This is an optimization exercise on Yosys and OpenROAD, whose aim is small area, not a production implementation.

==> inputs of amber <==
==> flow/design.v <==
module ps2_keyboard (
  input            clk,
  input            reset,
  input            ps2_clk_i,
  input            ps2_data_i,
  output           rx_done,
  output reg [7:0] rx_data
);
reg        ps2_clk_s;
reg  [1:0] m;
reg  [3:0] bit_count;
reg [11:0] timer;
wire in_clk_h   = ~m[1] & ~m[0];
wire fall       =  m[1] &  m[0];
wire rise       =  m[1] & ~m[0];
wire timer_done = (timer == 12'h020);
assign rx_done = (bit_count == 4'd11);
always @(posedge clk) begin
  if (reset) begin
    ps2_clk_s <= 1'b0;
    m         <= 2'b00;
  end else begin
    ps2_clk_s <= ps2_clk_i;
    m[0]      <= m[1] ? m[0] : ~ps2_clk_s;
    m[1]      <= ~m[1] & (m[0] == ps2_clk_s);
  end
end
always @(posedge clk) begin
  if (reset || rx_done || (timer_done && in_clk_h && ps2_clk_s))
    bit_count <= 4'd0;
  else if (fall)
    bit_count <= bit_count + 4'd1;
end
always @(posedge clk) begin
  if (reset || rise)
    timer <= 12'd0;
  else
    timer <= {timer[10:0], ~(timer[11] ^ timer[10])};
end
always @(posedge clk) begin
  if (in_clk_h && ~ps2_clk_s && (bit_count != 4'd0) && (bit_count <= 4'd8))
    rx_data <= {ps2_data_i, rx_data[7:1]};
end
endmodule
`default_nettype none
module orionkeyboard
(
input				clk,
input				reset,
output              res_k,
output              turb_10,
output              turb_5,
output              turb_2,
output              rom_s,
output              cpm_s,
input				ps2_clk,
input				ps2_data,
input		[7:0]	rk_kb_scan,
output		[7:0]	rk_kb_out,
output      [1:0]   pref,
output				key_rus_lat,
output				key_us,
output				key_ss,
input				ind_rus_lat,
output		[7:0]	rk_kbo,
output              key_int
);
wire       rx_done;
wire [7:0] code;
ps2_keyboard ps2_keyboard_ins (
  .clk        (clk),
  .reset      (reset),
  .ps2_clk_i  (ps2_clk),
  .ps2_data_i (ps2_data),
  .rx_done    (rx_done),
  .rx_data    (code)
);
reg [7:0] rk_kb;
reg       shift, ctrl, caps;
reg       res_key, turbo10, turbo5, turbo2, rom, cpm;
reg       ex_code;
reg       brk;           
reg [1:0] prefix;
reg [2:0] ph;            
reg [63:0] km;
assign key_rus_lat = caps;
assign key_us      = ctrl;
assign key_ss      = shift;
assign res_k       = res_key;
assign turb_10     = turbo10;
assign turb_5      = turbo5;
assign turb_2      = turbo2;
assign rom_s       = rom;
assign cpm_s       = cpm;
assign rk_kbo      = rk_kb;
assign pref        = prefix;
wire ph4 =  ph[2] &  ph[1] & ~ph[0];
wire ph5 =  ph[2] & ~ph[1];
wire is_f0  = (code == 8'hF0);
wire is_e0  = (code == 8'hE0);
wire is_12  = (code == 8'h12);
reg  is_mod;
always @* begin
  case (code)
    8'h12, 8'h59, 8'h14, 8'h58, 8'h7e, 8'h07, 8'h78, 8'h09, 8'h01, 8'h0a: is_mod = 1'b1;
    default: is_mod = 1'b0;
  endcase
end
wire apply = ~is_e0 & (brk | ~is_f0);
wire strobe = ph5 & apply & ~is_mod;
assign key_int = ph5 & apply & (~brk | ~is_mod);
always @(posedge clk) begin
  if (reset)
    ph <= 3'b000;
  else
    ph <= {ph[1], ph[0], ~ph[2] & (ph[0] | rx_done)};
end
always @(posedge clk) begin
  if (reset) begin
    shift   <= 1'b1;
    ctrl    <= 1'b1;
    caps    <= 1'b1;
    res_key <= 1'b0;
    cpm     <= 1'b0;
    turbo10 <= 1'b0;
    turbo5  <= 1'b0;
    turbo2  <= 1'b0;
    rom     <= 1'b0;
    rk_kb   <= 8'h00;
    prefix  <= 2'b00;
  end else if (ph4 && apply) begin
    if (!(is_12 && ex_code))
      rk_kb <= code;
    prefix <= brk ? 2'd2 : {1'b0, ex_code};
    case (code)
      8'h12, 8'h59: shift   <= brk;
      8'h14:        ctrl    <= brk;
      8'h58:        caps    <= brk;
      8'h7e:        res_key <= ~brk;
      8'h07:        turbo10 <= ~brk;
      8'h78:        turbo5  <= ~brk;
      8'h09:        turbo2  <= ~brk;
      8'h01:        rom     <= ~brk;
      8'h0a:        cpm     <= ~brk;
      default: ;
    endcase
  end
end
always @(posedge clk) begin
  if (reset) begin
    ex_code <= 1'b0;
    brk     <= 1'b0;
  end else if (ph5) begin
    ex_code <= is_e0 | (ex_code & ~brk & is_f0);
    brk     <= (~brk & is_f0) | (brk & is_e0);
  end
end
assign	rk_kb_out = ~(8'h00 |   ((rk_kb_scan[0]==1'b0)? km[8*0 +: 8]: 8'h0) |
								((rk_kb_scan[1]==1'b0)? km[8*7 +: 8]: 8'h0) |
								((rk_kb_scan[2]==1'b0)? km[8*6 +: 8]: 8'h0) |
								((rk_kb_scan[3]==1'b0)? km[8*5 +: 8]: 8'h0) |
								((rk_kb_scan[4]==1'b0)? km[8*4 +: 8]: 8'h0) |
								((rk_kb_scan[5]==1'b0)? km[8*3 +: 8]: 8'h0) |
								((rk_kb_scan[6]==1'b0)? km[8*2 +: 8]: 8'h0) |
								((rk_kb_scan[7]==1'b0)? km[8*1 +: 8]: 8'h0) );
wire km_d = ~brk & ~reset;
reg [63:0] km_sel;
always @* begin
  km_sel = 64'd0;
  case ({ex_code, code})
    9'h16c: km_sel[0] = 1'b1;
    9'h171: km_sel[1] = 1'b1;
    9'h076: km_sel[2] = 1'b1;
    9'h005: km_sel[3] = 1'b1;
    9'h006: km_sel[4] = 1'b1;
    9'h004: km_sel[5] = 1'b1;
    9'h00c: km_sel[6] = 1'b1;
    9'h003: km_sel[7] = 1'b1;
    9'h022: km_sel[8] = 1'b1;
    9'h035: km_sel[9] = 1'b1;
    9'h01a: km_sel[10] = 1'b1;
    9'h054: km_sel[11] = 1'b1;
    9'h05d: km_sel[12] = 1'b1;
    9'h05b: km_sel[13] = 1'b1;
    9'h00e: km_sel[14] = 1'b1;
    9'h029: km_sel[15] = 1'b1;
    9'h04d: km_sel[16] = 1'b1;
    9'h015: km_sel[17] = 1'b1;
    9'h02d: km_sel[18] = 1'b1;
    9'h01b: km_sel[19] = 1'b1;
    9'h02c: km_sel[20] = 1'b1;
    9'h03c: km_sel[21] = 1'b1;
    9'h02a: km_sel[22] = 1'b1;
    9'h01d: km_sel[23] = 1'b1;
    9'h033: km_sel[24] = 1'b1;
    9'h043: km_sel[25] = 1'b1;
    9'h03b: km_sel[26] = 1'b1;
    9'h042: km_sel[27] = 1'b1;
    9'h04b: km_sel[28] = 1'b1;
    9'h03a: km_sel[29] = 1'b1;
    9'h031: km_sel[30] = 1'b1;
    9'h044: km_sel[31] = 1'b1;
    9'h052: km_sel[32] = 1'b1;
    9'h01c: km_sel[33] = 1'b1;
    9'h032: km_sel[34] = 1'b1;
    9'h021: km_sel[35] = 1'b1;
    9'h023: km_sel[36] = 1'b1;
    9'h024: km_sel[37] = 1'b1;
    9'h02b: km_sel[38] = 1'b1;
    9'h034: km_sel[39] = 1'b1;
    9'h04c: km_sel[42] = 1'b1;
    9'h07c: km_sel[42] = 1'b1;
    9'h04e: km_sel[43] = 1'b1;
    9'h079: km_sel[43] = 1'b1;
    9'h041: km_sel[44] = 1'b1;
    9'h055: km_sel[45] = 1'b1;
    9'h07b: km_sel[45] = 1'b1;
    9'h049: km_sel[46] = 1'b1;
    9'h071: km_sel[46] = 1'b1;
    9'h04a: km_sel[47] = 1'b1;
    9'h14a: km_sel[47] = 1'b1;
    9'h045: km_sel[48] = 1'b1;
    9'h070: km_sel[48] = 1'b1;
    9'h016: km_sel[49] = 1'b1;
    9'h069: km_sel[49] = 1'b1;
    9'h01e: km_sel[50] = 1'b1;
    9'h072: km_sel[50] = 1'b1;
    9'h026: km_sel[51] = 1'b1;
    9'h07a: km_sel[51] = 1'b1;
    9'h025: km_sel[52] = 1'b1;
    9'h06b: km_sel[52] = 1'b1;
    9'h02e: km_sel[53] = 1'b1;
    9'h073: km_sel[53] = 1'b1;
    9'h036: km_sel[54] = 1'b1;
    9'h074: km_sel[54] = 1'b1;
    9'h03d: km_sel[55] = 1'b1;
    9'h06c: km_sel[55] = 1'b1;
    9'h03e: km_sel[40] = 1'b1;
    9'h075: km_sel[40] = 1'b1;
    9'h046: km_sel[41] = 1'b1;
    9'h07d: km_sel[41] = 1'b1;
    9'h00d: km_sel[56] = 1'b1;
    9'h170: km_sel[57] = 1'b1;
    9'h05a: km_sel[58] = 1'b1;
    9'h15a: km_sel[58] = 1'b1;
    9'h066: km_sel[59] = 1'b1;
    9'h16b: km_sel[60] = 1'b1;
    9'h175: km_sel[61] = 1'b1;
    9'h174: km_sel[62] = 1'b1;
    9'h172: km_sel[63] = 1'b1;
    default: ;
  endcase
end
genvar gi;
generate for (gi = 0; gi < 64; gi = gi + 1) begin : g_km
  always @(posedge clk)
    if (reset || (strobe && km_sel[gi]))
      km[gi] <= km_d;
end endgenerate
endmodule
==> flow/run.sh <==
#!/bin/bash
# synth_recipe.tcl (not shown) runs the flow's synth.tcl, then flattens the netlist and writes it again
# the make line also repeats each setting of config.mk as NAME=value (left out here)
make -C /OpenROAD-flow-scripts/flow DESIGN_CONFIG=/design/flow/config.mk WORK_HOME=/design/flow/orfs CLKGATE_MAP_FILE= SYNTH_SCRIPT=/design/flow/synth_recipe.tcl finish
==> flow/config.mk <==
export PLATFORM = sky130hd
export DESIGN_NAME = orionkeyboard
export DESIGN_NICKNAME = orionkeyboard
export VERILOG_FILES = /design/flow/design.v
export SDC_FILE = /design/flow/constraint.sdc
export NUM_CORES = 4
export LEC_CHECK = 0
export CAP_MARGIN = 20
export CORE_MARGIN = 2
export CORE_UTILIZATION = 40
export CTS_BUF_LIST = sky130_fd_sc_hd__clkbuf_2 sky130_fd_sc_hd__clkbuf_4
export CTS_CLUSTER_DIAMETER = 200
export CTS_CLUSTER_SIZE = 50
export SLEW_MARGIN = 20
==> flow/constraint.sdc <==
create_clock -name core_clock -period 10.0 [get_ports {clk}]
set_input_delay 2.0000 -clock core_clock [delete_from_list [all_inputs] [get_ports {clk}]]
set_output_delay 2.0000 -clock core_clock [all_outputs]
set_load 0.01 [all_outputs]
==> delta: changes against amber <==
- CTS_BUF_LIST: sky130_fd_sc_hd__clkbuf_2 sky130_fd_sc_hd__clkbuf_4 -> sky130_fd_sc_hd__clkbuf_4
- CTS_CLUSTER_DIAMETER: 200 -> 100
- CTS_CLUSTER_SIZE: 50 -> 30
==> impl_metrics.py <==
metrics = {
    "floorplan": {
        "ios": 41,
    },
    "sta": {
        "hold_violations": 0,
    },
    "final_layout": {
        "regArea_um2": 3020,
        "final_nets": 561,
        "multi_input_area_share_pct": 33.6,
        "seq_cells": 115,
        "max_flop_register": "km",
        "reg.largest.list": "km x64, ps2_keyboard_ins.timer x12",
    },
    "clock_tree": {
        "cts.sinks": 115,
        "worstSkewPairLatency_ns": 0.54,
    },
    "route": {
        "vias": 4206,
        "met3_length_um": 674,
    },
    "setup_path": {
        "crit_end": "rk_kb_out[1]",
        "critPathTopFamily": "buffers and inverters",
        "cp.depth": 4,
    },
    "run_status": {
        "status": "timing/DRC/antenna clean",
    },
    "synth": {
        "synth_edf_count": 72,
    },
}
-- figures above: delta

==> impl_metrics.py <==
metrics = {
    "setup_path": {
        "cp.depth": 4,
        "rr_worst_depth": 5,
        "crit_end": "rk_kb_out[1]",
    },
    "final_layout": {
        "seq_cells": 115,
        "regArea_um2": 3020,
        "final_nets": 561,
        "reg.largest.list": "km x64, ps2_keyboard_ins.timer x12",
        "multi_input_area_share_pct": 33.6,
    },
    "sta": {
        "hold_violations": 0,
    },
    "floorplan": {
        "ios": 41,
    },
    "clock_tree": {
        "worstSkewPairLatency_ns": 0.54,
        "cts.sinks": 115,
    },
    "run_status": {
        "status": "timing/DRC/antenna clean",
    },
    "synth": {
        "synth_edf_count": 72,
        "syn_nets": 549,
    },
    "route": {
        "vias": 4206,
        "met3_length_um": 674,
    },
}
-- figures above: amber

Function was not checked in any run of this note: the RTL went through the layout flow alone.

==> port drivers added, routing unchanged <==
The flow's constraints put no driver on any port. The routed layouts listed below were extracted and timed again, unchanged, in two steps.
Step 1: set_driving_cell puts a clkbuf_16 on clk and a buf_2 on each other input, an assumption about the parent block.
Step 2 moves the port delays by t, midway between the first and last clock arrival at a register: inputs arrive t later, outputs are due t later. That takes back most of the time a late clock gives input paths.
a / b / c = no drivers / after step 1 / after step 2; a / b = the first two.
run	shift t [ns]	setup WS [ns]	worst register clock-pin slew, ns
amber	0.564	3.998 / 3.973 / 3.973	0.12 / 0.12
delta	0.564	3.998 / 3.973 / 3.973	0.12 / 0.12
After both steps setup and hold are still met in every run listed.
